This is an optimization exercise on Yosys and OpenROAD, whose aim is small area, a short achievable clock period and few clock cycles, not a production implementation. At most, simulation tests tie the RTL to the original design; equivalence was not proved. The RTL of run 3 was laid out without a check of its function. Power and IR drop assume default switching activity.

--- config.mk ---
export PLATFORM = sky130hd
export DESIGN_NAME = CPU
export DESIGN_NICKNAME = CPU
export VERILOG_FILES = /design/flow/design.v
export SDC_FILE = /design/flow/constraint.sdc
export NUM_CORES = 8
export LEC_CHECK = 0
export CAP_MARGIN = 20
export CORE_MARGIN = 2
export CORE_UTILIZATION = 40
export SLEW_MARGIN = 20
export SYNTH_HIERARCHICAL = 1
--- constraint.sdc ---
create_clock -name core_clock -period 10.5 [get_ports {clk}]
set_input_delay 2.1000 -clock core_clock [delete_from_list [all_inputs] [get_ports {clk}]]
set_output_delay 2.1000 -clock core_clock [all_outputs]
set_load 0.01 [all_outputs]
--- design.v ---
module c_a22oi(input a1, input a2, input b1, input b2, output y); assign y = ~((a1 & a2) | (b1 & b2)); endmodule
module c_a221oi(input a1, input a2, input b1, input b2, input c1, output y); assign y = ~((a1 & a2) | (b1 & b2) | c1); endmodule
module c_a21oi(input a1, input a2, input b1, output y); assign y = ~((a1 & a2) | b1); endmodule
module c_o21ai(input a1, input a2, input b1, output y); assign y = ~((a1 | a2) & b1); endmodule
module c_a21o(input a1, input a2, input b1, output y); assign y = (a1 & a2) | b1; endmodule
module c_nand4(input a, input b, input c, input d, output y); assign y = ~(a & b & c & d); endmodule
module c_nand2(input a, input b, output y); assign y = ~(a & b); endmodule
module c_nor2(input a, input b, output y); assign y = ~(a | b); endmodule
module c_and2(input a, input b, output y); assign y = a & b; endmodule
module c_andn(input a, input bn, output y); assign y = a & ~bn; endmodule
module c_xnor2(input a, input b, output y); assign y = ~(a ^ b); endmodule
module ks_add(input [31:0] a, input [31:0] bn, input ci, output [31:0] p, output [32:0] cn);
	wire [31:0] g;
	wire [31:0] G0, G1n, P1n, G2, P2, G3n, P3n, G4, P4, G5n;
	genvar i;
	generate for (i = 0; i < 32; i = i + 1) begin : l
		c_xnor2 up0(.a(a[i]), .b(bn[i]), .y(p[i]));           
		c_andn ug0(.a(a[i]), .bn(bn[i]), .y(g[i]));          
		if (i == 0) begin : c0
			assign G0[i] = g[i] | (p[i] & ci);
		end else begin : c1
			assign G0[i] = g[i];
		end
		if (i >= 1) begin : a1
			c_a21oi ug(.a1(p[i]), .a2(G0[i-1]), .b1(G0[i]), .y(G1n[i]));
			c_nand2 up(.a(p[i]), .b(p[i-1]), .y(P1n[i]));
		end else begin : b1
			assign G1n[i] = ~G0[i]; assign P1n[i] = ~p[i];
		end
		if (i >= 2) begin : a2
			c_o21ai ug(.a1(P1n[i]), .a2(G1n[i-2]), .b1(G1n[i]), .y(G2[i]));
			c_nor2 up(.a(P1n[i]), .b(P1n[i-2]), .y(P2[i]));
		end else begin : b2
			assign G2[i] = ~G1n[i]; assign P2[i] = ~P1n[i];
		end
		if (i >= 4) begin : a3
			c_a21oi ug(.a1(P2[i]), .a2(G2[i-4]), .b1(G2[i]), .y(G3n[i]));
			c_nand2 up(.a(P2[i]), .b(P2[i-4]), .y(P3n[i]));
		end else begin : b3
			assign G3n[i] = ~G2[i]; assign P3n[i] = ~P2[i];
		end
		if (i >= 8) begin : a4
			c_o21ai ug(.a1(P3n[i]), .a2(G3n[i-8]), .b1(G3n[i]), .y(G4[i]));
			c_nor2 up(.a(P3n[i]), .b(P3n[i-8]), .y(P4[i]));
		end else begin : b4
			assign G4[i] = ~G3n[i]; assign P4[i] = ~P3n[i];
		end
		if (i >= 16) begin : a5
			c_a21oi ug(.a1(P4[i]), .a2(G4[i-16]), .b1(G4[i]), .y(G5n[i]));
		end else begin : b5
			assign G5n[i] = ~G4[i];
		end
	end endgenerate
	assign cn = {G5n, ~ci};
endmodule
module ex_alu(
	input [31:0] a,
	input [31:0] rt, input [31:0] rtn,
	input [31:0] imm,         
	input pos, input neg,     
	input ci,
	input sel_sum,
	input [31:0] lres,
	output [31:0] res,
	output co
    );
	wire [31:0] bn, p, sum;
	wire [32:0] cn;
	genvar i;
	generate for (i = 0; i < 32; i = i + 1) begin : b
		c_a221oi ub(.a1(rt[i]), .a2(pos), .b1(rtn[i]), .b2(neg), .c1(imm[i]), .y(bn[i]));
	end endgenerate
	ks_add add(.a(a), .bn(bn), .ci(ci), .p(p), .cn(cn));
	generate for (i = 0; i < 32; i = i + 1) begin : s
		wire sbit;
		c_xnor2 ux(.a(p[i]), .b(cn[i]), .y(sbit));
		c_a21o ur(.a1(sbit), .a2(sel_sum), .b1(lres[i]), .y(res[i]));
	end endgenerate
	assign co = ~cn[32];
endmodule
module c_xor2(input a, input b, output y); assign y = a ^ b; endmodule
module c_nor4(input a, input b, input c, input d, output y); assign y = ~(a | b | c | d); endmodule
module eq32(input [31:0] a, input [31:0] b, output eq, output ne);
	wire [31:0] d;
	wire [7:0] z;
	wire [1:0] n;
	genvar i;
	generate for (i = 0; i < 32; i = i + 1) begin : x
		c_xor2 u(.a(a[i]), .b(b[i]), .y(d[i]));
	end
	for (i = 0; i < 8; i = i + 1) begin : z4
		c_nor4 u(.a(d[4*i]), .b(d[4*i+1]), .c(d[4*i+2]), .d(d[4*i+3]), .y(z[i]));
	end endgenerate
	c_nand4 u0(.a(z[0]), .b(z[1]), .c(z[2]), .d(z[3]), .y(n[0]));
	c_nand4 u1(.a(z[4]), .b(z[5]), .c(z[6]), .d(z[7]), .y(n[1]));
	c_nor2 ue(.a(n[0]), .b(n[1]), .y(eq));
	assign ne = ~eq;
endmodule
module gtz32(input [31:0] a, output gt, output le);
	wire [7:0] z;
	wire [1:0] n;
	genvar i;
	generate for (i = 0; i < 8; i = i + 1) begin : z4
		if (i == 7) begin : top
			c_nor4 u(.a(a[28]), .b(a[29]), .c(a[30]), .d(1'b0), .y(z[i]));
		end else begin : lo
			c_nor4 u(.a(a[4*i]), .b(a[4*i+1]), .c(a[4*i+2]), .d(a[4*i+3]), .y(z[i]));
		end
	end endgenerate
	c_nand4 u0(.a(z[0]), .b(z[1]), .c(z[2]), .d(z[3]), .y(n[0]));
	c_nand4 u1(.a(z[4]), .b(z[5]), .c(z[6]), .d(z[7]), .y(n[1]));
	assign gt = (n[0] | n[1]) & ~a[31];
	assign le = ~gt;
endmodule
module rd_port(
	input [31:1] sel,
	input fsel,
	input [31:0] fwd,
	input [32*31-1:0] regs,    
	output [31:0] q,
	output [31:0] qn
    );
	genvar b, k;
	generate for (b = 0; b < 32; b = b + 1) begin : bt
		wire [31:0] d, s;
		wire [15:0] l1;
		wire [3:0] l2;
		wire [1:0] l3;
		assign d[0] = fwd[b];
		assign s[0] = fsel;
		for (k = 1; k < 32; k = k + 1) begin : t
			assign d[k] = regs[32*(k-1) + b];
			assign s[k] = sel[k];
		end
		for (k = 0; k < 16; k = k + 1) begin : a
			c_a22oi u(.a1(d[2*k]), .a2(s[2*k]), .b1(d[2*k+1]), .b2(s[2*k+1]), .y(l1[k]));
		end
		for (k = 0; k < 4; k = k + 1) begin : n
			c_nand4 u(.a(l1[4*k]), .b(l1[4*k+1]), .c(l1[4*k+2]), .d(l1[4*k+3]), .y(l2[k]));
		end
		c_nor2 o0(.a(l2[0]), .b(l2[1]), .y(l3[0]));
		c_nor2 o1(.a(l2[2]), .b(l2[3]), .y(l3[1]));
		c_nand2 oq(.a(l3[0]), .b(l3[1]), .y(q[b]));
		c_and2 oqn(.a(l3[0]), .b(l3[1]), .y(qn[b]));
	end endgenerate
endmodule
module CPU(
	input clk,
	input rst,
	output [31:0]imem_addr,
	input [31:0]imem_rdata,
	output [31:0]dmem_addr,
	output [31:0]dmem_wdata,
	output dmem_we,
	input [31:0]dmem_rdata
    );
	reg [9:0] pc;                  
	reg        id_valid;           
	reg [31:1] id_rsa, id_rsb;     
	reg        id_fwa, id_fwb;     
	reg [15:0] id_imm;             
	reg        id_pos, id_neg;     
	reg        id_ci;              
	reg        id_sum;             
	reg        id_and, id_or, id_slt;
	reg        id_lw, id_sw;
	reg        id_rq, id_rn, id_rg, id_rl;    
	reg        id_wr;              
	reg [4:0]  id_dest;
	reg [9:0]  id_alt;             
	reg [31:0] mem_res;            
	reg [31:0] mem_sd;             
	reg        mem_we, mem_wb, mem_ld;
	reg [4:0]  mem_dest;
	reg [31:0] rf [1:31];
	wire [31:0] ins = imem_rdata;
	wire [5:0] op = ins[31:26];
	wire [5:0] fn = ins[5:0];
	wire [4:0] f_rs = ins[25:21];
	wire [4:0] f_rt = ins[20:16];
	wire [4:0] f_rd = ins[15:11];
	wire f_r0   = (op == 6'h00);
	wire f_add  = f_r0 & (fn == 6'h20);
	wire f_sub  = f_r0 & (fn == 6'h22);
	wire f_and  = f_r0 & (fn == 6'h24);
	wire f_or   = f_r0 & (fn == 6'h25);
	wire f_slt  = f_r0 & (fn == 6'h2a);
	wire f_rtype = f_add | f_sub | f_and | f_or | f_slt;
	wire f_addi = (op == 6'h08);
	wire f_lw   = (op == 6'h23);
	wire f_sw   = (op == 6'h2b);
	wire f_beq  = (op == 6'h04);
	wire f_bgtz = (op == 6'h07);
	wire f_j    = (op == 6'h02);
	wire f_imm  = f_addi | f_lw | f_sw;
	wire f_pt   = (f_beq | f_bgtz) & ins[15];
	wire f_rdrs = f_rtype | f_imm | f_beq | f_bgtz;
	wire f_rdrt = f_rtype | f_sw | f_beq;
	wire [4:0] f_dest = f_rtype ? f_rd : f_rt;
	wire f_wr = (f_rtype | f_addi | f_lw) & (f_dest != 5'd0);
	wire [9:0] pc1  = pc + 10'd1;
	wire [9:0] btgt = pc1 + ins[9:0];
	wire [9:0] pred = f_j ? ins[9:0] : (f_pt ? btgt : pc1);
	wire [9:0] alt  = f_pt ? pc1 : btgt;
	wire ex_fire = id_valid;
	wire [32*31-1:0] regs;
	genvar gi;
	generate for (gi = 1; gi < 32; gi = gi + 1) begin : rfw
		assign regs[32*(gi-1) +: 32] = rf[gi];
	end endgenerate
	wire [31:0] ra, ran, rt, rtn;
	rd_port porta(.sel(id_rsa), .fsel(id_fwa), .fwd(mem_res), .regs(regs), .q(ra), .qn(ran));
	rd_port portb(.sel(id_rsb), .fsel(id_fwb), .fwd(mem_res), .regs(regs), .q(rt), .qn(rtn));
	wire co;
	wire [31:0] lres = ({32{id_and}} & (ra & rt)) |
	                   ({32{id_or}}  & (ra | rt)) |
	                   {31'd0, id_slt & ~co};
	wire [31:0] res;
	ex_alu alu(.a(ra), .rt(rt), .rtn(rtn), .imm({{16{id_imm[15]}}, id_imm}),
	           .pos(id_pos), .neg(id_neg), .ci(id_ci), .sel_sum(id_sum),
	           .lres(lres), .res(res), .co(co));
	wire eq, ne, gtz, lez;
	eq32 ueq(.a(ra), .b(rt), .eq(eq), .ne(ne));
	gtz32 ugt(.a(ra), .gt(gtz), .le(lez));
	wire redirect = (id_rq & eq) | (id_rn & ne) | (id_rg & gtz) | (id_rl & lez);
	wire ex_wr_alu = ex_fire & id_wr & ~id_lw;
	wire ex_wr_ld  = ex_fire & id_wr & id_lw;
	wire n_fwa = ex_wr_alu & (f_rs == id_dest);
	wire n_fwb = ex_wr_alu & (f_rt == id_dest);
	wire n_stall = ex_wr_ld & ((f_rdrs & (f_rs == id_dest)) | (f_rdrt & (f_rt == id_dest)));
	wire n_valid = ~rst & ~redirect & ~n_stall;
	always @(posedge clk) begin
		if (rst) begin
			pc <= 10'd0;
			id_valid <= 1'b0;
		end else if (redirect) begin
			pc <= id_alt;
			id_valid <= 1'b0;
		end else if (n_stall) begin
			id_valid <= 1'b0;
		end else begin
			pc <= pred;
			id_valid <= 1'b1;
		end
	end
	integer k;
	always @(posedge clk) begin
		for (k = 1; k < 32; k = k + 1) begin
			id_rsa[k] <= (f_rs == k) & ~n_fwa;
			id_rsb[k] <= (f_rt == k) & ~n_fwb;
		end
		id_fwa <= n_fwa;
		id_fwb <= n_fwb;
		id_imm <= f_imm ? ins[15:0] : 16'd0;
		id_pos <= f_add;
		id_neg <= f_sub | f_slt;
		id_ci  <= f_sub | f_slt;
		id_sum <= f_add | f_sub | f_imm;
		id_and <= f_and;
		id_or  <= f_or;
		id_slt <= f_slt;
		id_lw <= f_lw;
		id_sw <= f_sw;
		id_rq <= n_valid & f_beq & ~f_pt;
		id_rn <= n_valid & f_beq & f_pt;
		id_rg <= n_valid & f_bgtz & ~f_pt;
		id_rl <= n_valid & f_bgtz & f_pt;
		id_wr <= f_wr;
		id_dest <= f_dest;
		id_alt <= alt;
	end
	always @(posedge clk) begin
		if (rst) begin
			mem_we <= 1'b0;
			mem_wb <= 1'b0;
		end else begin
			mem_we <= ex_fire & id_sw;
			mem_wb <= ex_fire & id_wr;
		end
		mem_ld <= id_lw;
		mem_dest <= id_dest;
		mem_res <= res;
		mem_sd <= rt;
	end
	assign imem_addr  = {20'd0, pc, 2'b00};
	assign dmem_addr  = mem_res;
	assign dmem_wdata = mem_sd;
	assign dmem_we    = mem_we;
	wire [31:0] wd = mem_ld ? dmem_rdata : mem_res;
	always @(posedge clk)
		if (mem_wb) rf[mem_dest] <= wd;
endmodule
--- flow/run.sh ---
#!/bin/bash
# Layout flow: the standard synthesis, then the ORFS flow with
#  - combinational cells reset to drive strength 1 before floorplanning,
#  - timing repair aimed at a tighter setup target (SETUP_SLACK_MARGIN),
#  - port buffers of a plain buffer cell.
# Each tool's log goes to the ORFS logs folder; make's output to *.log here.
set -e
F=$(pwd)/flow
bash standard.sh synth > synth.log 2>&1
bash standard.sh \
  SETUP_SLACK_MARGIN=7 TNS_END_PERCENT=100 \
  "BUFFER_PORTS_ARGS=-buffer_cell sky130_fd_sc_hd__buf_4" \
  finish > layout.log 2>&1
--- flow/downsize.tcl ---
# Before floorplanning: put every combinational logic cell at its smallest
# drive strength; timing repair later sizes up the cells that need it.
set db [ord::get_db]
set n 0
foreach inst [[ord::get_db_block] getInsts] {
  set m [[$inst getMaster] getName]
  if {![regexp {^sky130_fd_sc_hd__([a-z0-9]+)_([0-9]+)$} $m -> base sz]} { continue }
  if {$sz <= 1} { continue }
  if {[regexp {^(df|edf|sdf|dl|buf|inv|clk|conb|tap|fill|decap|diode|bufbuf|bufinv|probe|lpflow|macro)} $base]} { continue }
  set new [$db findMaster sky130_fd_sc_hd__${base}_1]
  if {$new eq "NULL" || $new eq ""} { continue }
  $inst swapMaster $new
  incr n
}
puts "downsize: $n cells set to drive strength 1"
--- standard.sh ---
#!/bin/bash
# synth_recipe.tcl (not shown) runs the flow's synth.tcl, then flattens the netlist and writes it again
# the make line also repeats each setting of config.mk as NAME=value (left out here)
make -C /OpenROAD-flow-scripts/flow DESIGN_CONFIG=/design/flow/config.mk WORK_HOME=/design/flow/orfs CLKGATE_MAP_FILE= SYNTH_SCRIPT=/design/flow/synth_recipe.tcl "${@:-finish}"
==> qor.yml, run 1 <==
hold_path.startpoint: "id_dest[2]"
grt.busiest_layer: "met2"
cts_buffer_depth: 3
min_delay_worst_endpoint: "mem_dest[2]"
final_nets: 4289
grt_pass1_vias: 38293
wire_per_inst_um: 33.7
grt-ovfl-total: 0
dr.pass1.iters: 6
grt_usage: 0.284
reg2reg_setup_slack_ps: 6610
antenna_found_initial: 0
endpoint_kind: "flop"
cts_tree: "built"
cp.required_ps: 11200
netlist_area_um2: 56200
fmax_mhz: 257
finalMaxSlewViolations: 0
die_width_um: 379
final_cell_area_um2: 68400
pwr_density_cell_nw_per_um2: 156
cp-start-kind: "flop"
insertion_delay_ps: 780
port_buffers: 140
arrival_ps: 4580
drtIter0Drc: 4574
worstSetupPathType: "reg2reg"
syn_inst: 3742
vias_per_cell: 6.37
mostFrequentLayoutCell: "a22oi_2"
drc_errors: 0
htreeDepth: 4
layout-drive-gt1-share: 0.507
critical-path-slowest-cell: "nand4_1"
drt-total-wl_mm: 209
dpl_cell_area_um2: 60400
worstPathMaxFanout: 9
dp_hpwl_mm: 126
ios: 163
power.leakage_nw: 21.5
synth_warnings: 7
fin_worst_skew_ps: 33.8
max-cap-violations: 0
fin_setup_tns_ps: 0
hold_viol_final: 0
worstMarginPinSlew_ps: 1150
setup_viol: 0
num_antenna_cells: 0
clk_pin_slew_ps: 60
met2_usage: 0.444
cts_sinks: 1183
layout_common_cells: "1024 x a22oi_2, 992 x edfxtp_1, 283 x buf_4, 263 x nand4_1, 173 x nor2_1"
regToRegEndpoint: "id_rl"
cp_common_cell: "nand4_1"
grt_max_degree: 36
core.rowCount: 137
start_util: 0.403
min_period_ps: 3890
r2r_cells: 16
fin_crit_sh: 0.370
cpPeakStageDelay_ps: 370
status: "complete, no violations"
gp_congestion: 0.958
core_um2: 139000
die-area_um2: 143000
syn2layout_area_growth_pct: 21.8
die_y_um: 379
synth_area_per_cell_um2: 15.0
num_vias: 39448
grt_pass1_wl_mm: 288
use_met3: 0.0484
cts_root_buffer: "clkbuf_16"
vdd_ir_drop_max_v: 0.000157
fill_cells: 11884
cts_buffers: 133
antenna_left: 0
reg2reg_from: "id_rsa[24]"
cts_hold_buf: 0
min_path_type: "reg2reg"
hold_depth: 0
grtUsageMet1: 0.378
rsz0062_at_grt: "true"
cp_cell_sequence: "buf_12, clkbuf_16, a22oi_2, nand4_1, nor2_4, nand2_4, xor2_2, nor4_2, nand4_1, nor2_2, inv_2, a221oi_4, buf_6, nor2b_4, nand3_4, nor3_2"
slew_headroom: 0.234
-- layer usage --
| metal | routed length [um] | vias up | part of all wire |
|---|---|---|---|
| met3 | 16500 | 425 | 0.079 |
| met5 | 0 | - | 0 |
| met1 | 84300 | 20397 | 0.40 |
| li1 | - | 16474 | - |
| met4 | 11200 | 0 | 0.053 |
| met2 | 96900 | 2152 | 0.46 |
-- flip-flops by register name, indices dropped and copies added (netlist names), 10 cells and up --
| signal | cells |
|---|---|
| id_alt | 10 |
| id_imm | 16 |
| id_rsa | 31 |
| id_rsb | 31 |
| mem_res | 32 |
| mem_sd | 32 |
| pc | 10 |
| rf | 992 |
-- timing repair --
action,4_1_cts,5_1_grt
setup endpoints to repair,92,67
pin swaps,60,44
resized for setup,438,145
endpoints found under the hold margin,0,0
gates cloned,9,5
buffers inserted,62,62
-- worst max path at each step --
stage | start | to | cells after the start
floorplan | imem_rdata[0] | pc[8] | 9
global placement | id_rsb[24] | id_rn | 15
detailed placement | id_rsb[24] | id_rn | 15
CTS | id_rsb[24] | id_rn | 15
global route | id_rsa[24] | id_rn | 16
finish | id_rsa[24] | id_rl | 16
-- final cells by class --
class,instances,area [um^2],share of cell area
clock inverters,64,607,0.00887
flip-flops and latches,1183,33900,0.495
multi-input cells,2488,23900,0.350
inverters,26,97.6,0.00143
clock buffers,178,3670,0.0537
well taps,1876,2350,0.0343
repair buffers,380,3910,0.0571
-- metrics by stage --
step,setup WS [ps],utilization,power [mW],hold slack [ps],std cells
floorplan,6580,-,5.67,371,3763
global placement,5980,0.433,5.99,409,5815
detailed placement,5870,0.433,5.99,398,5815
CTS,6780,0.482,10.6,407,6128
global route,6620,0.491,10.9,412,6195
finish,6610,0.491,10.7,408,6195
-- power by group --
group	internal [mW]	switching, mW	leakage [nW]
clock	2.68	1.95	2.09
sequential	5.08	0.0573	11.0
combinational	0.313	0.587	8.37
-- worst max-delay path, delay by kind of cell (launching register included) --
| family | cells | cell delay (ps) |
|---|---|---|
| buf+inv | 4 | 570 |
| xor+xnor | 1 | 160 |
| simple gates | 9 | 2190 |
| flops | 1 | 350 |
| compound gates | 2 | 490 |
Testbench counts, summed over its fixed seeds: cycles 33,368.
==> run 2, diff against run 1 <==
--- a/flow/run.sh
+++ b/flow/run.sh
@@ -7,7 +7,7 @@
 set -e
 F=$(pwd)/flow
 bash standard.sh synth > synth.log 2>&1
-bash standard.sh \
+bash standard.sh PRE_FLOORPLAN_TCL=$F/downsize.tcl \
   SETUP_SLACK_MARGIN=7 TNS_END_PERCENT=100 \
   "BUFFER_PORTS_ARGS=-buffer_cell sky130_fd_sc_hd__buf_4" \
   finish > layout.log 2>&1
==> run 2 against run 1 <==
Effect of this change:
- still clean
- global-route usage increased by 1.2 points
- register-to-register slack improved by 240 ps
- cell area decreased by 9.6%
- clock skew decreased by 2.2 ps
- critical path type unchanged
- largest cell class unchanged
- highest routed layer is now met5
==> qor.yml, run 2 <==
status: "complete, no violations"
power.leakage_nw: 20.3  # -5.4%
grt_max_degree: 36  # unchanged
finalMaxSlewViolations: 0  # unchanged
min_period_ps: 3650  # -236 ps
fmax_mhz: 274  # +6.5%
endpoint_kind: "flop"
finalNonFillerCells: 5871  # -5.2%
cpPeakStageDelay_ps: 320  # -50 ps
grt_usage: 0.296  # +0.0121
cp.required_ps: 11150  # -50 ps
htreeDepth: 3  # -1
core.rowCount: 129  # -5.8%
cts_root_buffer: "clkbuf_16"
max-cap-violations: 0  # unchanged
crit_buf_inv: 3  # -1
drc_errors: 0  # unchanged
pwr_density_cell_nw_per_um2: 167  # +7.1%
antenna_left: 0  # unchanged
grt-ovfl-total: 0  # unchanged
worstMarginPinSlew_ps: 1290  # +138 ps
min_path_type: "reg2reg"
num_vias: 39876  # +1.1%
vdd_ir_drop_max_v: 0.000138  # -12%
synth_warnings: 7  # unchanged
start_util: 0.404  # +0.00141
regArea_um2: 33700  # -0.41%
ios: 163  # unchanged
cp_cell_sequence: "buf_8, a22oi_1, nand4_1, nor2_4, nand2_4, xor2_1, nor4_2, nand4_1, nor2_2, inv_2, a221oi_4, buf_6, nor2b_4, nand3_4, nor4_4"
r2r_cells: 15  # -1
grt_pass1_wl_mm: 271  # -6.0%
port_buffers: 140  # unchanged
worstPathMaxFanout: 32  # +23
grt_pass1_vias: 37733  # -1.5%
path_delay_family: "simple AND/OR/NAND/NOR gates"
cp_common_cell: "nand4_1"
hold_depth: 1  # +1
setup_viol: 0  # unchanged
layout-drive-gt1-share: 0.238  # -0.269
largest_registers: "rf: 992 flops, mem_res: 32 flops, mem_sd: 32 flops"
hold_path.startpoint: "id_sw"
antenna_found_initial: 4  # +4
reg2reg_setup_slack_ps: 6850  # +240 ps
fill_cells: 10641  # -10%
core_um2: 124000  # -11%
fin_crit_sh: 0.348  # -0.0225
regToRegEndpoint: "id_rq"
drt-total-wl_mm: 198  # -5.0%
cts_hold_buf: 0  # unchanged
dp_hpwl_mm: 116  # -8.1%
netlist_area_um2: 50100  # -11%
worstSetupPathType: "reg2reg"
dp.cells: 5581  # -4.0%
reg2reg_from: "id_rsa[16]"
multi_input_area_um2: 18900  # -21%
fin_setup_tns_ps: 0  # unchanged
cts_sinks: 1183  # unchanged
gp_congestion: 0.979  # +2.1%
cp-start-kind: "flop"
mostFrequentLayoutCell: "edfxtp_1"
die_width_um: 358  # -5.5%
synth_area_per_cell_um2: 13.4  # -11%
critical-path-slowest-cell: "dfxtp_1"
die_y_um: 358  # -5.5%
fin_worst_skew_ps: 31.6  # -2.23 ps
wire_per_inst_um: 33.8  # +0.20%
final_nets: 4204  # -2.0%
slew_headroom: 0.141  # -0.0934
layout_common_cells: "992 x edfxtp_1, 980 x a22oi_1, 263 x nand4_1, 219 x buf_4, 152 x nor2_1"
largest_reg_flops: 992  # unchanged
vias_per_cell: 6.79  # +6.7%
cts_buffers: 119  # -11%
die-area_um2: 128000  # -11%
power_mw: 10.3  # -3.2%
syn2layout_area_growth_pct: 23.4
clk_pin_slew_ps: 60  # about the same
cts_buffer_depth: 3  # unchanged
drtIter0Drc: 6212  # +36%
cts_tree: "built"
min_delay_worst_endpoint: "mem_we"
hold_viol_final: 0  # unchanged
syn_inst: 3742  # unchanged
dr.pass1.iters: 9  # +3
regMostFlops: "rf"
rsz0062_at_grt: "true"
arrival_ps: 4300  # -280 ps
insertion_delay_ps: 740  # -40 ps
[run 2: layout make-up]
type | instances | share of cell area
Multi-Input combinational cell | 2488 | 0.305
Antenna cell | 3 | 0.000121
Inverter | 26 | 0.00158
Clock inverter | 72 | 0.0120
Timing Repair Buffer | 309 | 0.0506
Sequential cell | 1183 | 0.545
Tap cell | 1637 | 0.0331
Clock buffer | 153 | 0.0524
[run 2: how the worst max path moves through the flow]
| stage | from | endpoint | slack (ps) | depth (start not counted) |
|---|---|---|---|---|
| floorplan | imem_rdata[0] | pc[8] | 6580 | 9 |
| global placement | imem_rdata[29] | pc[0] | 5970 | 8 |
| detailed placement | imem_rdata[29] | pc[4] | 5900 | 8 |
| CTS | id_rsb[18] | id_rn | 6960 | 15 |
| global route | id_rsa[30] | id_rq | 6810 | 14 |
| finish | id_rsa[16] | id_rq | 6850 | 15 |
[run 2: report_power, final]
| part | leakage (nW) | switching (mW) | internal (mW) | total [mW] |
|---|---|---|---|---|
| combinational | 7.38 | 0.570 | 0.282 | 0.852 |
| clock | 1.96 | 1.86 | 2.48 | 4.34 |
| sequential | 11.0 | 0.0524 | 5.09 | 5.14 |
| total | 20.3 | 2.48 | 7.85 | 10.3 |
[run 2: per-stage QoR]
stage          hold WS (ps)   util  cell area [um^2]  setup slack (ps)
2_1_floorplan           361      -             50300              6580
3_5_place_dp            461  0.436             54100              5900
3_3_place_gp            456  0.436             54000              5970
4_1_cts                 470  0.485             60100              6960
6_report                478  0.499             61800              6850
5_1_grt                 483  0.499             61800              6810
[run 2: metal layers]
layer	vias up	track usage	routed length, um	share of wire
met4	3	0.151	11200	0.056
li1	16299	-	-	-
met1	19967	0.387	74700	0.38
met5	-	0.00926	174	0.00088
met3	499	0.0847	25100	0.13
met2	3108	0.447	87300	0.44
[run 2: what timing repair did]
item	4_1_cts	5_1_grt
cloned	1	7
pin swaps	78	119
resized for setup	448	299
setup endpoints to repair	68	46
setup buffers	32	21
[run 2: worst register-to-register path, delay by kind of cell, from the launching register on]
| kind | cells | cell delay [ps] |
|---|---|---|
| AND/OR/NAND/NOR | 9 | 2100 |
| buffers and inverters | 3 | 430 |
| XOR/XNOR | 1 | 180 |
| flip-flops | 1 | 320 |
| AO/OA/AOI/OAI | 2 | 540 |
==> run 3, diff against run 2 <==
--- a/design.v
+++ b/design.v
@@ -4,6 +4,8 @@
 module c_o21ai(input a1, input a2, input b1, output y); assign y = ~((a1 | a2) & b1); endmodule
 module c_a21o(input a1, input a2, input b1, output y); assign y = (a1 & a2) | b1; endmodule
 module c_nand4(input a, input b, input c, input d, output y); assign y = ~(a & b & c & d); endmodule
+module c_nand3(input a, input b, input c, output y); assign y = ~(a & b & c); endmodule
+module c_and3(input a, input b, input c, output y); assign y = a & b & c; endmodule
 module c_nand2(input a, input b, output y); assign y = ~(a & b); endmodule
 module c_nor2(input a, input b, output y); assign y = ~(a | b); endmodule
 module c_and2(input a, input b, output y); assign y = a & b; endmodule
@@ -116,6 +118,8 @@
 	input [31:1] sel,
 	input fsel,
 	input [31:0] fwd,
+	input lsel,
+	input [31:0] ld,
 	input [32*31-1:0] regs,    
 	output [31:0] q,
 	output [31:0] qn
@@ -126,6 +130,7 @@
 		wire [15:0] l1;
 		wire [3:0] l2;
 		wire [1:0] l3;
+		wire lt;
 		assign d[0] = fwd[b];
 		assign s[0] = fsel;
 		for (k = 1; k < 32; k = k + 1) begin : t
@@ -140,8 +145,9 @@
 		end
 		c_nor2 o0(.a(l2[0]), .b(l2[1]), .y(l3[0]));
 		c_nor2 o1(.a(l2[2]), .b(l2[3]), .y(l3[1]));
-		c_nand2 oq(.a(l3[0]), .b(l3[1]), .y(q[b]));
-		c_and2 oqn(.a(l3[0]), .b(l3[1]), .y(qn[b]));
+		c_nand2 ol(.a(lsel), .b(ld[b]), .y(lt));
+		c_nand3 oq(.a(l3[0]), .b(l3[1]), .c(lt), .y(q[b]));
+		c_and3 oqn(.a(l3[0]), .b(l3[1]), .c(lt), .y(qn[b]));
 	end endgenerate
 endmodule
 module CPU(
@@ -158,6 +164,7 @@
 	reg        id_valid;           
 	reg [31:1] id_rsa, id_rsb;     
 	reg        id_fwa, id_fwb;     
+	reg        id_fla, id_flb;     
 	reg [15:0] id_imm;             
 	reg        id_pos, id_neg;     
 	reg        id_ci;              
@@ -194,8 +201,6 @@
 	wire f_j    = (op == 6'h02);
 	wire f_imm  = f_addi | f_lw | f_sw;
 	wire f_pt   = (f_beq | f_bgtz) & ins[15];
-	wire f_rdrs = f_rtype | f_imm | f_beq | f_bgtz;
-	wire f_rdrt = f_rtype | f_sw | f_beq;
 	wire [4:0] f_dest = f_rtype ? f_rd : f_rt;
 	wire f_wr = (f_rtype | f_addi | f_lw) & (f_dest != 5'd0);
 	wire [9:0] pc1  = pc + 10'd1;
@@ -209,8 +214,8 @@
 		assign regs[32*(gi-1) +: 32] = rf[gi];
 	end endgenerate
 	wire [31:0] ra, ran, rt, rtn;
-	rd_port porta(.sel(id_rsa), .fsel(id_fwa), .fwd(mem_res), .regs(regs), .q(ra), .qn(ran));
-	rd_port portb(.sel(id_rsb), .fsel(id_fwb), .fwd(mem_res), .regs(regs), .q(rt), .qn(rtn));
+	rd_port porta(.sel(id_rsa), .fsel(id_fwa), .fwd(mem_res), .lsel(id_fla), .ld(dmem_rdata), .regs(regs), .q(ra), .qn(ran));
+	rd_port portb(.sel(id_rsb), .fsel(id_fwb), .fwd(mem_res), .lsel(id_flb), .ld(dmem_rdata), .regs(regs), .q(rt), .qn(rtn));
 	wire co;
 	wire [31:0] lres = ({32{id_and}} & (ra & rt)) |
 	                   ({32{id_or}}  & (ra | rt)) |
@@ -222,35 +227,31 @@
 	wire eq, ne, gtz, lez;
 	eq32 ueq(.a(ra), .b(rt), .eq(eq), .ne(ne));
 	gtz32 ugt(.a(ra), .gt(gtz), .le(lez));
-	wire redirect = (id_rq & eq) | (id_rn & ne) | (id_rg & gtz) | (id_rl & lez);
-	wire ex_wr_alu = ex_fire & id_wr & ~id_lw;
-	wire ex_wr_ld  = ex_fire & id_wr & id_lw;
-	wire n_fwa = ex_wr_alu & (f_rs == id_dest);
-	wire n_fwb = ex_wr_alu & (f_rt == id_dest);
-	wire n_stall = ex_wr_ld & ((f_rdrs & (f_rs == id_dest)) | (f_rdrt & (f_rt == id_dest)));
-	wire n_valid = ~rst & ~redirect & ~n_stall;
+	wire redirect = id_valid & ((id_rq & eq) | (id_rn & ne) | (id_rg & gtz) | (id_rl & lez));
+	wire ex_wr = ex_fire & id_wr;
+	wire n_fxa = ex_wr & (f_rs == id_dest);
+	wire n_fxb = ex_wr & (f_rt == id_dest);
+	wire n_valid = ~rst & ~redirect;
 	always @(posedge clk) begin
 		if (rst) begin
 			pc <= 10'd0;
-			id_valid <= 1'b0;
 		end else if (redirect) begin
 			pc <= id_alt;
-			id_valid <= 1'b0;
-		end else if (n_stall) begin
-			id_valid <= 1'b0;
 		end else begin
 			pc <= pred;
-			id_valid <= 1'b1;
-		end
+		end
+		id_valid <= n_valid;
 	end
 	integer k;
 	always @(posedge clk) begin
 		for (k = 1; k < 32; k = k + 1) begin
-			id_rsa[k] <= (f_rs == k) & ~n_fwa;
-			id_rsb[k] <= (f_rt == k) & ~n_fwb;
-		end
-		id_fwa <= n_fwa;
-		id_fwb <= n_fwb;
+			id_rsa[k] <= (f_rs == k) & ~n_fxa;
+			id_rsb[k] <= (f_rt == k) & ~n_fxb;
+		end
+		id_fwa <= n_fxa & ~id_lw;
+		id_fwb <= n_fxb & ~id_lw;
+		id_fla <= n_fxa & id_lw;
+		id_flb <= n_fxb & id_lw;
 		id_imm <= f_imm ? ins[15:0] : 16'd0;
 		id_pos <= f_add;
 		id_neg <= f_sub | f_slt;
@@ -261,10 +262,10 @@
 		id_slt <= f_slt;
 		id_lw <= f_lw;
 		id_sw <= f_sw;
-		id_rq <= n_valid & f_beq & ~f_pt;
-		id_rn <= n_valid & f_beq & f_pt;
-		id_rg <= n_valid & f_bgtz & ~f_pt;
-		id_rl <= n_valid & f_bgtz & f_pt;
+		id_rq <= f_beq & ~f_pt;
+		id_rn <= f_beq & f_pt;
+		id_rg <= f_bgtz & ~f_pt;
+		id_rl <= f_bgtz & f_pt;
 		id_wr <= f_wr;
 		id_dest <= f_dest;
 		id_alt <= alt;
==> run 3 against run 2 <==
Effect of this change:
- global-route usage is 0.13 points higher
- utilization is 0.55 points lower
- synthesized cell count is 0.91% higher
- sequential share of layout area is 0.056 points higher
- maximum frequency is 11% lower
- worst hold slack worse by 85 ps
- final cell count is 1.2% higher
- total power is 0.48% higher
- worst setup slack worse by 430 ps
- sequential power hardly changed
- critical path type unchanged
- largest power group unchanged
==> qor.yml, run 3 <==
netlist_area_um2: 50300  # +0.26%
dr.pass1.iters: 9  # unchanged
fin_worst_skew_ps: 35.1  # +3.51 ps
endpoint_kind: "flop"
multi_input_area_um2: 19300  # +2.1%
fin_setup_tns_ps: 0  # unchanged
pwr_density_cell_nw_per_um2: 168  # +0.68%
antenna_found_initial: 5  # +1
drtIter0Drc: 6333  # +1.9%
htreeDepth: 3  # unchanged
dp_hpwl_mm: 116  # about the same
slew_headroom: 0.230  # +0.0890
hold_viol_final: 0  # unchanged
hold_path.startpoint: "id_lw"
vias_per_cell: 6.76  # -0.41%
start_util: 0.402  # -0.00260
power_mw: 10.4  # +0.48%
cp_common_cell: "nand4_1"
cts_hold_buf: 0  # unchanged
drc_errors: 0  # unchanged
layout-drive-gt1-share: 0.231  # -0.00794
reg2reg_from: "id_rsa[22]"
layout_common_cells: "1023 x a22oi_1, 992 x edfxtp_1, 300 x buf_4, 263 x nand4_1, 187 x nor2_1"
cts_buffers: 116  # -2.5%
grt_pass1_vias: 37778  # +0.12%
die-area_um2: 128000  # +0.25%
cp-start-kind: "flop"
setup_viol: 0  # unchanged
core.rowCount: 130  # +0.78%
gp_congestion: 1.04  # +5.9%
cp_cell_sequence: "buf_4, a22oi_1, nand4_1, nor2_1, nand3_2, xor2_1, nor4_2, nand4_1, nor2_2, inv_1, a22oi_2, nand2_2, and2_4, or3_1, o21ai_1, a211oi_1"
reg2reg_setup_slack_ps: 6420  # -430 ps
rsz0062_at_grt: "true"
vdd_ir_drop_max_v: 0.000145  # +4.5%
final_nets: 4268  # +1.5%
cts_sinks: 1185  # +0.17%
wire_per_inst_um: 33.4  # -1.2%
worstSetupPathType: "reg2reg"
core_um2: 125000  # +0.91%
min_period_ps: 4080  # +429 ps
status: "complete, no violations"
grt_max_degree: 36  # unchanged
synth_warnings: 7  # unchanged
regMostFlops: "rf"
ios: 163  # unchanged
grt-ovfl-total: 0  # unchanged
grt_usage: 0.297  # +0.00133
cpPeakStageDelay_ps: 400  # +80 ps
min_path_type: "reg2reg"
syn2layout_area_growth_pct: 22.8
worstMarginPinSlew_ps: 1160  # -132 ps
port_buffers: 140  # unchanged
fin_crit_sh: 0.389  # +0.0408
path_delay_family: "simple AND/OR/NAND/NOR gates"
hold_depth: 0  # -1
largest_reg_flops: 992  # unchanged
cts_root_buffer: "clkbuf_16"
syn_inst: 3776  # +0.91%
regArea_um2: 33700  # about the same
critical-path-slowest-cell: "nor2_1"
die_y_um: 358  # +0.13%
crit_buf_inv: 2  # -1
largest_registers: "rf: 992 flops, mem_res: 32 flops, mem_sd: 32 flops"
fill_cells: 10671  # +0.28%
num_vias: 40192  # +0.79%
die_width_um: 358  # +0.13%
clk_pin_slew_ps: 60  # about the same
finalMaxSlewViolations: 0  # unchanged
cts_tree: "built"
drt-total-wl_mm: 198  # about the same
arrival_ps: 4690  # +390 ps
worstPathMaxFanout: 32  # unchanged
mostFrequentLayoutCell: "a22oi_1"
fmax_mhz: 245  # -11%
power.leakage_nw: 20.6  # +1.5%
antenna_left: 0  # unchanged
min_delay_worst_endpoint: "mem_ld"
grt_pass1_wl_mm: 273  # +0.74%
cp.required_ps: 11110  # -40 ps
cts_buffer_depth: 3  # unchanged
insertion_delay_ps: 740  # about the same
r2r_cells: 16  # +1
max-cap-violations: 0  # unchanged
synth_area_per_cell_um2: 13.3  # -0.65%
regToRegEndpoint: "pc[8]"
[run 3: power by group]
part | switching, mW | internal (mW) | total [mW]
sequential | 0.0452 | 5.10 | 5.14
clock | 1.84 | 2.48 | 4.33
combinational | 0.595 | 0.318 | 0.914
total | 2.48 | 7.90 | 10.4
[run 3: metal layers]
layer	part of all wire	wire, um	global-route usage	up-vias
met3	0.12	24100	0.0637	536
met5	0.00012	23	0.00148	-
met4	0.048	9470	0.135	4
met2	0.45	90100	0.464	2999
met1	0.38	74800	0.398	20155
li1	-	-	-	16498
[run 3: worst max path at each step]
stage	start	end	slack (ps)	depth (start not counted)
floorplan	dmem_rdata[10]	pc[5]	6420	14
global placement	dmem_rdata[16]	pc[5]	4990	14
detailed placement	dmem_rdata[16]	pc[8]	4950	14
CTS	dmem_rdata[17]	pc[8]	6550	14
global route	id_rsa[22]	pc[5]	6450	16
finish	id_rsa[22]	pc[8]	6420	16
[run 3: metrics by stage]
stage | util | hold slack [ps] | setup slack [ps] | cell area (um^2) | std cells
floorplan | - | 365 | 6420 | 51000 | 3797
global placement | 0.438 | 383 | 4990 | 54800 | 5636
detailed placement | 0.438 | 385 | 4950 | 54800 | 5636
CTS | 0.483 | 400 | 6550 | 60400 | 5897
global route | 0.493 | 418 | 6450 | 61700 | 5941
finish | 0.493 | 394 | 6420 | 61700 | 5942
[run 3: cell type report]
| type | count | share of cell area |
|---|---|---|
| tap | 1650 | 0.0334 |
| inverter | 30 | 0.00195 |
| antenna | 2 | 0.0000811 |
| multi-input combinational | 2525 | 0.312 |
| clock buffer | 144 | 0.0502 |
| sequential | 1185 | 0.546 |
| timing repair buffer | 333 | 0.0435 |
| clock inverter | 73 | 0.0130 |
[run 3: timing repair]
item                       in CTS  in global routing
gates cloned                    0                  0
pin swaps                      50                 44
buffers inserted               44                 43
resized for setup             313                200
setup endpoints to repair      63                 40
==> run 4, diff against run 3 <==
--- a/design.v
+++ b/design.v
@@ -84,36 +84,84 @@
 module c_nor4(input a, input b, input c, input d, output y); assign y = ~(a | b | c | d); endmodule
 module eq32(input [31:0] a, input [31:0] b, output eq, output ne);
 	wire [31:0] d;
-	wire [7:0] z;
-	wire [1:0] n;
+	wire [15:0] z;
+	wire [3:0] n;
+	wire [1:0] m;
 	genvar i;
 	generate for (i = 0; i < 32; i = i + 1) begin : x
 		c_xor2 u(.a(a[i]), .b(b[i]), .y(d[i]));
 	end
-	for (i = 0; i < 8; i = i + 1) begin : z4
-		c_nor4 u(.a(d[4*i]), .b(d[4*i+1]), .c(d[4*i+2]), .d(d[4*i+3]), .y(z[i]));
+	for (i = 0; i < 16; i = i + 1) begin : z2
+		c_nor2 u(.a(d[2*i]), .b(d[2*i+1]), .y(z[i]));
+	end
+	for (i = 0; i < 4; i = i + 1) begin : n4
+		c_nand4 u(.a(z[4*i]), .b(z[4*i+1]), .c(z[4*i+2]), .d(z[4*i+3]), .y(n[i]));
 	end endgenerate
-	c_nand4 u0(.a(z[0]), .b(z[1]), .c(z[2]), .d(z[3]), .y(n[0]));
-	c_nand4 u1(.a(z[4]), .b(z[5]), .c(z[6]), .d(z[7]), .y(n[1]));
-	c_nor2 ue(.a(n[0]), .b(n[1]), .y(eq));
-	assign ne = ~eq;
+	c_nor2 um0(.a(n[0]), .b(n[1]), .y(m[0]));
+	c_nor2 um1(.a(n[2]), .b(n[3]), .y(m[1]));
+	c_and2 ue(.a(m[0]), .b(m[1]), .y(eq));
+	c_nand2 un(.a(m[0]), .b(m[1]), .y(ne));
 endmodule
 module gtz32(input [31:0] a, output gt, output le);
-	wire [7:0] z;
-	wire [1:0] n;
+	wire [15:0] z;
+	wire [3:0] n;
+	wire [1:0] m;
 	genvar i;
-	generate for (i = 0; i < 8; i = i + 1) begin : z4
-		if (i == 7) begin : top
-			c_nor4 u(.a(a[28]), .b(a[29]), .c(a[30]), .d(1'b0), .y(z[i]));
+	generate for (i = 0; i < 16; i = i + 1) begin : z2
+		if (i == 15) begin : top
+			c_inv u(.a(a[30]), .y(z[i]));
 		end else begin : lo
-			c_nor4 u(.a(a[4*i]), .b(a[4*i+1]), .c(a[4*i+2]), .d(a[4*i+3]), .y(z[i]));
+			c_nor2 u(.a(a[2*i]), .b(a[2*i+1]), .y(z[i]));
 		end
+	end
+	for (i = 0; i < 4; i = i + 1) begin : n4
+		c_nand4 u(.a(z[4*i]), .b(z[4*i+1]), .c(z[4*i+2]), .d(z[4*i+3]), .y(n[i]));
 	end endgenerate
-	c_nand4 u0(.a(z[0]), .b(z[1]), .c(z[2]), .d(z[3]), .y(n[0]));
-	c_nand4 u1(.a(z[4]), .b(z[5]), .c(z[6]), .d(z[7]), .y(n[1]));
-	assign gt = (n[0] | n[1]) & ~a[31];
+	c_nor2 um0(.a(n[0]), .b(n[1]), .y(m[0]));
+	c_nor2 um1(.a(n[2]), .b(n[3]), .y(m[1]));
+	c_a21oi ug(.a1(m[0]), .a2(m[1]), .b1(a[31]), .y(gt));
 	assign le = ~gt;
 endmodule
+module c_inv(input a, output y); assign y = ~a; endmodule
+module c_mux2i(input a0, input a1, input s, output y); assign y = ~(s ? a1 : a0); endmodule
+module c_a222oi(input a1, input a2, input b1, input b2, input c1, input c2, output y); assign y = ~((a1 & a2) | (b1 & b2) | (c1 & c2)); endmodule
+module ks10(input [9:0] a, input [9:0] b, output [9:0] s);
+	wire [9:0] p, g, G0, G1n, P1n, G2, P2, G3n, P3n, G4;
+	genvar i;
+	generate for (i = 0; i < 10; i = i + 1) begin : l
+		c_xor2 up0(.a(a[i]), .b(b[i]), .y(p[i]));
+		if (i == 0) begin : c0
+			assign G0[i] = a[i] | b[i];       
+		end else begin : c1
+			c_and2 ug0(.a(a[i]), .b(b[i]), .y(g[i]));
+			assign G0[i] = g[i];
+		end
+		if (i >= 1) begin : a1
+			c_a21oi ug(.a1(p[i]), .a2(G0[i-1]), .b1(G0[i]), .y(G1n[i]));
+			c_nand2 up(.a(p[i]), .b(p[i-1]), .y(P1n[i]));
+		end else begin : b1
+			assign G1n[i] = ~G0[i]; assign P1n[i] = ~p[i];
+		end
+		if (i >= 2) begin : a2
+			c_o21ai ug(.a1(P1n[i]), .a2(G1n[i-2]), .b1(G1n[i]), .y(G2[i]));
+			c_nor2 up(.a(P1n[i]), .b(P1n[i-2]), .y(P2[i]));
+		end else begin : b2
+			assign G2[i] = ~G1n[i]; assign P2[i] = ~P1n[i];
+		end
+		if (i >= 4) begin : a3
+			c_a21oi ug(.a1(P2[i]), .a2(G2[i-4]), .b1(G2[i]), .y(G3n[i]));
+			c_nand2 up(.a(P2[i]), .b(P2[i-4]), .y(P3n[i]));
+		end else begin : b3
+			assign G3n[i] = ~G2[i]; assign P3n[i] = ~P2[i];
+		end
+		if (i >= 8) begin : a4
+			c_o21ai ug(.a1(P3n[i]), .a2(G3n[i-8]), .b1(G3n[i]), .y(G4[i]));
+		end else begin : b4
+			assign G4[i] = ~G3n[i];
+		end
+	end endgenerate
+	assign s = p ^ {G4[8:0], 1'b1};
+endmodule
 module rd_port(
 	input [31:1] sel,
 	input fsel,
@@ -162,6 +210,9 @@
     );
 	reg [9:0] pc;                  
 	reg        id_valid;           
+	reg        id_vn;              
+	reg [1:0]  id_bix;             
+	reg [1:0]  bht [0:3];          
 	reg [31:1] id_rsa, id_rsb;     
 	reg        id_fwa, id_fwb;     
 	reg        id_fla, id_flb;     
@@ -180,6 +231,7 @@
 	reg        mem_we, mem_wb, mem_ld;
 	reg [4:0]  mem_dest;
 	reg [31:0] rf [1:31];
+	wire bht_p = bht[pc[1:0]][1];
 	wire [31:0] ins = imem_rdata;
 	wire [5:0] op = ins[31:26];
 	wire [5:0] fn = ins[5:0];
@@ -200,13 +252,24 @@
 	wire f_bgtz = (op == 6'h07);
 	wire f_j    = (op == 6'h02);
 	wire f_imm  = f_addi | f_lw | f_sw;
-	wire f_pt   = (f_beq | f_bgtz) & ins[15];
+	wire f_pt   = (f_beq | f_bgtz) & bht_p;    
 	wire [4:0] f_dest = f_rtype ? f_rd : f_rt;
 	wire f_wr = (f_rtype | f_addi | f_lw) & (f_dest != 5'd0);
 	wire [9:0] pc1  = pc + 10'd1;
-	wire [9:0] btgt = pc1 + ins[9:0];
-	wire [9:0] pred = f_j ? ins[9:0] : (f_pt ? btgt : pc1);
+	wire [9:0] btgt;
+	ks10 uadd(.a(pc), .b(ins[9:0]), .s(btgt));
 	wire [9:0] alt  = f_pt ? pc1 : btgt;
+	wire s_j = f_j & ~rst;
+	wire s_t = f_pt & ~rst;
+	wire s_s = ~f_j & ~f_pt & ~rst;
+	wire [9:0] predn;
+	wire [9:0] altn = ~(id_alt & {10{~rst}});
+	wire [9:0] pc_d;
+	genvar gp;
+	generate for (gp = 0; gp < 10; gp = gp + 1) begin : npc
+		c_a222oi up(.a1(ins[gp]), .a2(s_j), .b1(btgt[gp]), .b2(s_t), .c1(pc1[gp]), .c2(s_s), .y(predn[gp]));
+		c_mux2i um(.a0(predn[gp]), .a1(altn[gp]), .s(redirect), .y(pc_d[gp]));
+	end endgenerate
 	wire ex_fire = id_valid;
 	wire [32*31-1:0] regs;
 	genvar gi;
@@ -227,22 +290,29 @@
 	wire eq, ne, gtz, lez;
 	eq32 ueq(.a(ra), .b(rt), .eq(eq), .ne(ne));
 	gtz32 ugt(.a(ra), .gt(gtz), .le(lez));
-	wire redirect = id_valid & ((id_rq & eq) | (id_rn & ne) | (id_rg & gtz) | (id_rl & lez));
+	wire x1, x2, redirect;
+	c_a22oi ur1(.a1(id_rq), .a2(eq), .b1(id_rn), .b2(ne), .y(x1));
+	c_a22oi ur2(.a1(id_rg), .a2(gtz), .b1(id_rl), .b2(lez), .y(x2));
+	c_a21oi ur3(.a1(x1), .a2(x2), .b1(id_vn), .y(redirect));
+	wire taken = ((id_rq | id_rn) & eq) | ((id_rg | id_rl) & gtz);
+	wire ex_br = id_valid & (id_rq | id_rn | id_rg | id_rl);
 	wire ex_wr = ex_fire & id_wr;
 	wire n_fxa = ex_wr & (f_rs == id_dest);
 	wire n_fxb = ex_wr & (f_rt == id_dest);
 	wire n_valid = ~rst & ~redirect;
+	integer k;
 	always @(posedge clk) begin
-		if (rst) begin
-			pc <= 10'd0;
-		end else if (redirect) begin
-			pc <= id_alt;
-		end else begin
-			pc <= pred;
-		end
+		pc <= pc_d;
 		id_valid <= n_valid;
+		id_vn <= ~n_valid;
+		id_bix <= pc[1:0];
+		for (k = 0; k < 4; k = k + 1)
+			if (rst) bht[k] <= 2'b01;
+			else if (ex_br && id_bix == k) begin
+				if (taken && bht[k] != 2'b11) bht[k] <= bht[k] + 2'd1;
+				else if (!taken && bht[k] != 2'b00) bht[k] <= bht[k] - 2'd1;
+			end
 	end
-	integer k;
 	always @(posedge clk) begin
 		for (k = 1; k < 32; k = k + 1) begin
 			id_rsa[k] <= (f_rs == k) & ~n_fxa;
--- a/flow/run.sh
+++ b/flow/run.sh
@@ -8,6 +8,6 @@
 F=$(pwd)/flow
 bash standard.sh synth > synth.log 2>&1
 bash standard.sh PRE_FLOORPLAN_TCL=$F/downsize.tcl \
-  SETUP_SLACK_MARGIN=7 TNS_END_PERCENT=100 \
+  SETUP_SLACK_MARGIN=7.4 TNS_END_PERCENT=100 \
   "BUFFER_PORTS_ARGS=-buffer_cell sky130_fd_sc_hd__buf_4" \
   finish > layout.log 2>&1
==> run 4 against run 3 <==
Effect of this change:
- register-to-register slack gained 390 ps
- combinational power rose by 7.8%
- final cell count is 2.1% higher
- via count increased by 3.1%
- maximum frequency increased by 10%
- critical path depth down 4
- flip-flop and latch count up 11
- largest cell class unchanged
- largest power group unchanged
==> qor.yml, run 4 <==
fin_crit_sh: 0.352  # -0.0369
vdd_ir_drop_max_v: 0.000152  # +4.8%
dr.pass1.iters: 9  # unchanged
vias_per_cell: 6.83  # +0.96%
layout_common_cells: "1023 x a22oi_1, 992 x edfxtp_1, 269 x buf_4, 267 x nand4_1, 185 x nor2_1"
syn_inst: 3854  # +2.1%
cts_buffers: 121  # +4.3%
pwr_density_cell_nw_per_um2: 167  # -0.77%
dp_slack_ps: 5340  # +391 ps
fin_worst_skew_ps: 24.2  # -10.9 ps
drt-total-wl_mm: 205  # +3.4%
gp_congestion: 1.01  # -2.6%
cp_cell_sequence: "buf_4, nand2_1, nand3_4, xor2_1, nor2_1, nand4_1, nor2_4, and2_4, o21ai_4, and2_4, and3_1, o31ai_1"
grt-ovfl-total: 0  # unchanged
die_width_um: 361  # +0.66%
die-area_um2: 130000  # +1.3%
htreeDepth: 3  # unchanged
reg2reg_from: "id_rsa[22]"
synth_area_per_cell_um2: 13.2  # -0.71%
antenna_left: 0  # unchanged
max-cap-violations: 0  # unchanged
finalMaxSlewViolations: 0  # unchanged
mostFrequentLayoutCell: "a22oi_1"
arrival_ps: 4340  # -350 ps
num_vias: 41432  # +3.1%
largest_reg_flops: 992  # unchanged
hold_path.startpoint: "id_lw"
start_util: 0.404  # +0.00224
crit_buf_inv: 1  # -1
cts_buffer_depth: 3  # unchanged
grt_pass1_wl_mm: 284  # +4.2%
port_buffers: 140  # unchanged
min_delay_worst_endpoint: "mem_ld"
cp_common_cell: "and2_4"
syn2layout_area_growth_pct: 25.2
num_antenna_cells: 0  # -2
hold_viol_final: 0  # unchanged
status: "complete, no violations"
cts_root_buffer: "clkbuf_16"
rsz0062_at_grt: "true"
grt_max_degree: 36  # unchanged
min_period_ps: 3690  # -388 ps
endpoint_kind: "flop"
grt_usage: 0.303  # +0.00623
min_path_type: "reg2reg"
cts_sinks: 1196  # +0.93%
power.leakage_nw: 21.3  # +3.5%
drc_errors: 0  # unchanged
fmax_mhz: 271  # +10%
r2r_cells: 14  # -2
dp.cells: 5712  # +1.3%
die_y_um: 361  # +0.66%
core.rowCount: 130  # unchanged
cp.required_ps: 11150  # +40 ps
final_nets: 4378  # +2.6%
netlist_area_um2: 50900  # +1.3%
grt_pass1_vias: 39403  # +4.3%
critical-path-slowest-cell: "nand4_1"
core_um2: 126000  # +0.78%
cts_tree: "built"
clk_pin_slew_ps: 60  # about the same
ios: 163  # unchanged
drtIter0Drc: 6865  # +8.4%
cpPeakStageDelay_ps: 290  # -110 ps
cts_hold_buf: 0  # unchanged
path_delay_family: "simple AND/OR/NAND/NOR gates"
synth_warnings: 8  # +1
reg2reg_setup_slack_ps: 6810  # +390 ps
setup_ws_ps: 6810  # +388 ps
layout-drive-gt1-share: 0.257  # +0.0269
setup_viol: 0  # unchanged
worstSetupPathType: "in2reg"
worstPathMaxFanout: 5  # -84%
slew_headroom: 0.204  # -0.0260
regToRegEndpoint: "bht[3][0]"
cp-start-kind: "primary input"
finalNonFillerCells: 6067  # +2.1%
regMostFlops: "rf"
worstMarginPinSlew_ps: 1190  # +39.1 ps
antenna_found_initial: 7  # +2
largest_registers: "rf: 992 flops, mem_res: 32 flops, mem_sd: 32 flops"
hold_depth: 0  # unchanged
fin_setup_tns_ps: 0  # unchanged
insertion_delay_ps: 740  # about the same
wire_per_inst_um: 33.8  # +1.3%
dp_hpwl_mm: 119  # +3.3%
==> run 4: layout make-up <==
cell class / instances / area (um^2)
Clock buffer: 162 / 3330
Clock inverter: 70 / 786
Fill cell: 10608 / 62300
Inverter: 36 / 138
Multi-Input combinational cell: 2586 / 20200
Sequential cell: 1196 / 34100
Tap cell: 1650 / 2060
Timing Repair Buffer: 367 / 3160
==> run 4: routing by layer <==
metal / GRT usage / vias up / wire length, um
li1: - / 16914 / -
met1: 0.410 / 20784 / 78400
met2: 0.436 / 3156 / 87300
met3: 0.109 / 570 / 30300
met4: 0.134 / 8 / 9130
met5: 0 / - / 70
==> run 4: what timing repair did <==
item | 4_1_cts | 5_1_grt
resized for setup | 565 | 177
setup buffers | 76 | 46
endpoints found under the hold margin | 0 | 0
endpoints found under the setup margin | 127 | 128
pin swaps | 87 | 99
gates cloned | 0 | 1
==> run 4: worst reg2reg max path, stage by stage (launching register included) <==
cell and delay (ps):
dfxtp_1 300, buf_4 320, a22oi_1 330, nand4_1 210
nor2_1 410, nand3_2 300, xor2_1 240, nor2_1 120
nand4_1 240, nor2_1 210, and2_4 240, o21ai_4 120
and2_4 210, and3_1 170, o31ai_1 180
==> run 4: worst max-delay path by stage <==
stage / from / endpoint / slack, ps / cells after the start
2_1_floorplan: dmem_rdata[0] / mem_res[30] / 6510 / 12
3_3_place_gp: dmem_rdata[4] / mem_res[29] / 5340 / 12
3_5_place_dp: dmem_rdata[4] / mem_res[29] / 5340 / 12
4_1_cts: dmem_rdata[10] / mem_res[31] / 6920 / 12
5_1_grt: dmem_rdata[8] / bht[1][0] / 6760 / 12
6_report: dmem_rdata[17] / bht[3][0] / 6810 / 12
==> run 4: report_power, final <==
group	internal [mW]	switching, mW
Combinational	0.354	0.631
Clock	2.56	1.92
Sequential	5.14	0.0431
Total	8.05	2.59
==> run 4: metrics by stage <==
| stage | hold WS, ps | cell area, um^2 | total power, mW | util |
|---|---|---|---|---|
| floorplan | 365 | 51700 | 5.67 | - |
| global placement | 386 | 55400 | 5.99 | 0.440 |
| detailed placement | 390 | 55400 | 5.99 | 0.440 |
| CTS | 399 | 62500 | 10.5 | 0.496 |
| global route | 403 | 63800 | 10.9 | 0.506 |
| finish | 391 | 63800 | 10.6 | 0.506 |
Testbench counts of run 4, summed over its fixed seeds: cycles 30,406.
==> run 5, diff against run 4 <==
--- a/flow/run.sh
+++ b/flow/run.sh
@@ -8,6 +8,6 @@
 F=$(pwd)/flow
 bash standard.sh synth > synth.log 2>&1
 bash standard.sh PRE_FLOORPLAN_TCL=$F/downsize.tcl \
-  SETUP_SLACK_MARGIN=7.4 TNS_END_PERCENT=100 \
+  SETUP_SLACK_MARGIN=7 TNS_END_PERCENT=100 \
   "BUFFER_PORTS_ARGS=-buffer_cell sky130_fd_sc_hd__buf_4" \
   finish > layout.log 2>&1
==> run 5 against run 4 <==
Effect of this change:
- still clean on timing, DRC and antenna
- flip-flop and latch count did not move
- register-to-register slack improved by 20 ps
- sequential power is essentially flat
- clock-buffer cell count fell by 3
- total power fell by 1.3%
- critical endpoint unchanged
- highest routed layer unchanged
==> qor.yml, run 5 <==
cp_cell_sequence: "buf_4, nand2_1, nand3_4, xor2_1, nor2_1, nand4_1, nor2_2, and2_4, o21ai_4, and2_4, and3_1, o31ai_1"
largest_registers: "rf: 992 flops, mem_res: 32 flops, mem_sd: 32 flops"
core_um2: 126000  # unchanged
synth_warnings: 8  # unchanged
die_y_um: 361  # unchanged
grt_max_degree: 36  # unchanged
fmax_mhz: 269  # -0.55%
cts_root_buffer: "clkbuf_16"
netlist_area_um2: 50900  # unchanged
die-area_um2: 130000  # unchanged
cpPeakStageDelay_ps: 310  # +20 ps
hold_viol_final: 0  # unchanged
finalMaxSlewViolations: 0  # unchanged
cp_common_cell: "and2_4"
largest_reg_flops: 992  # unchanged
max-cap-violations: 0  # unchanged
crit_buf_inv: 1  # unchanged
endpoint_kind: "flop"
grt_pass1_wl_mm: 276  # -2.9%
pwr_density_cell_nw_per_um2: 167  # -0.21%
fin_crit_sh: 0.354  # +0.00195
gp_congestion: 0.981  # -2.8%
antenna_left: 0  # unchanged
setup_viol: 0  # unchanged
drt-total-wl_mm: 202  # -1.8%
syn2layout_area_growth_pct: 23.8
htreeDepth: 3  # unchanged
min_path_type: "reg2reg"
utilization: 0.500  # -0.00562
worstSetupPathType: "in2reg"
syn_inst: 3854  # unchanged
ios: 163  # unchanged
final_nets: 4338  # -0.91%
wire_per_inst_um: 33.4  # -1.2%
fin_worst_skew_ps: 40.4  # +16.2 ps
arrival_ps: 4340  # about the same
layout_common_cells: "1025 x a22oi_1, 992 x edfxtp_1, 305 x buf_4, 267 x nand4_1, 193 x nor2_1"
cp.required_ps: 11130  # -20 ps
path_delay_family: "simple AND/OR/NAND/NOR gates"
critical-path-slowest-cell: "nand4_1"
port_buffers: 140  # unchanged
power.leakage_nw: 21.1  # -1.2%
min_period_ps: 3710  # +20.5 ps
clk_pin_slew_ps: 60  # about the same
rsz0062_at_grt: "true"
layout-drive-gt1-share: 0.237  # -0.0206
drtIter0Drc: 6385  # -7.0%
dp_hpwl_mm: 118  # -1.5%
cts_sinks: 1196  # unchanged
start_util: 0.404  # unchanged
cp-start-kind: "primary input"
grt_pass1_vias: 38461  # -2.4%
core.rowCount: 130  # unchanged
die_width_um: 361  # unchanged
slew_headroom: 0.203  # -0.000715
worstMarginPinSlew_ps: 1200  # +1.07 ps
fin_setup_tns_ps: 0  # unchanged
regMostFlops: "rf"
cts_tree: "built"
antenna_found_initial: 6  # -1
synth_area_per_cell_um2: 13.2  # unchanged
cts_hold_buf: 0  # unchanged
vias_per_cell: 6.72  # -1.6%
num_vias: 40488  # -2.3%
status: "complete, no violations"
mostFrequentLayoutCell: "a22oi_1"
drc_errors: 0  # unchanged
vdd_ir_drop_max_v: 0.000143  # -6.0%
grt_usage: 0.295  # -0.00812
worstPathMaxFanout: 10  # +5
dr.pass1.iters: 7  # -2
timing.hold.ws_ps: 393  # +1.66 ps
cts_buffer_depth: 3  # unchanged
grt-ovfl-total: 0  # unchanged
cts_buffers: 119  # -1.7%
insertion_delay_ps: 740  # about the same
[run 5: cell count changes in the layout (fill, tap and decap cells not counted), moves of 10 or more]
cell	change
buf_4	+36
a21oi_2	-15
nor2_4	-10
dfxtp_1	+55
dfxtp_4	-49
mux2_1	+19
nand2_4	+15
a21oi_4	+15
buf_6	-75
mux2_4	-15
[run 5: final cells by class]
| type | instances | area, um^2 |
|---|---|---|
| Antenna cell | 4 | 10.0 |
| Inverter | 36 | 138 |
| Clock inverter | 68 | 687 |
| Multi-Input combinational cell | 2585 | 20300 |
| Timing Repair Buffer | 330 | 2620 |
| Clock buffer | 159 | 3330 |
| Fill cell | 10662 | 63000 |
| Sequential cell | 1196 | 33900 |
| Tap cell | 1650 | 2060 |
[run 5: layer usage]
metal | share of wire | vias to the layer above | track usage
met5 | 0.00017 | - | 0
met4 | 0.046 | 4 | 0.137
met3 | 0.12 | 545 | 0.0803
met2 | 0.45 | 2855 | 0.452
met1 | 0.38 | 20256 | 0.390
li1 | - | 16828 | -
[run 5: power breakdown]
group | internal [mW] | total (mW) | leakage, nW | switching, mW
registers | 5.14 | 5.18 | 11.1 | 0.0429
clock network | 2.50 | 4.38 | 1.96 | 1.88
logic | 0.329 | 0.944 | 8.04 | 0.615
total | 7.97 | 10.5 | 21.1 | 2.53
[run 5: repair_timing]
| action | CTS | global route |
|---|---|---|
| setup buffers | 28 | 53 |
| pin swaps | 68 | 177 |
| resized for setup | 306 | 338 |
| endpoints found under the hold margin | 0 | 0 |
| endpoints found under the setup margin | 70 | 54 |
| cloned | 0 | 1 |
[run 5: worst paths after layout]
path                  start   endpoint  slack [ps]  cells past startpoint
max          dmem_rdata[13]  bht[3][0]        6790                     12
min                   id_lw     mem_ld         390                      0
min reg2reg           id_lw     mem_ld         390                      0
max reg2reg      id_rsa[20]      id_vn        6830                     15
[run 5: per-stage QoR]
step                std cells  total power, mW  setup WS, ps  area (um^2)
global placement         5714             5.97          5490        55200
floorplan                3875             5.65          6510        51400
detailed placement       5714             5.97          5520        55200
global route             6026             10.8          6750        63100
CTS                      5969             10.4          6850        60800
finish                   6028             10.5          6790        63100

## afterwards: timing with drivers on the ports
In the flow no input, the clock included, has a driving cell. The finished layouts below were timed again as built, in two steps. Step 1 (the two cells are an assumption about what drives the block):
set clk [get_ports {clk}]
set_driving_cell -lib_cell sky130_fd_sc_hd__clkbuf_16 $clk
set_driving_cell -lib_cell sky130_fd_sc_hd__buf_2 [delete_from_list [all_inputs] $clk]
Step 2 also shifts input and output timing later by t, the mid clock arrival at the registers, as if the neighbouring blocks saw the same clock. Slacks: ideal ports / drivers / drivers and shift; pairs: ideal ports / drivers.
| run | t, ns | setup slack, ns | hold slack, ns | latest minus earliest clock arrival (ns) | slew at the worst register clock pin (ns) |
|---|---|---|---|---|---|
| run 1 | 0.853 | 6.612 / 6.612 / 6.087 | 0.408 / 0.408 / 0.408 | 0.037 / 0.037 | 0.07 / 0.07 |
| run 2 | 0.807 | 6.848 / 6.848 / 6.265 | 0.478 / 0.478 / 0.478 | 0.032 / 0.032 | 0.07 / 0.07 |
| run 3 | 0.803 | 6.419 / 6.419 / 5.681 | 0.394 / 0.394 / 0.394 | 0.038 / 0.039 | 0.07 / 0.07 |
| run 4 | 0.805 | 6.807 / 6.774 / 5.968 | 0.391 / 0.391 / 0.391 | 0.025 / 0.025 | 0.07 / 0.07 |
| run 5 | 0.797 | 6.787 / 6.797 / 6.000 | 0.393 / 0.393 / 0.393 | 0.041 / 0.041 | 0.07 / 0.07 |
After both steps every run listed still meets setup and hold. The setup slack of run 4, which loses most, moves by -0.033 ns with the drivers and by -0.839 ns with both steps.
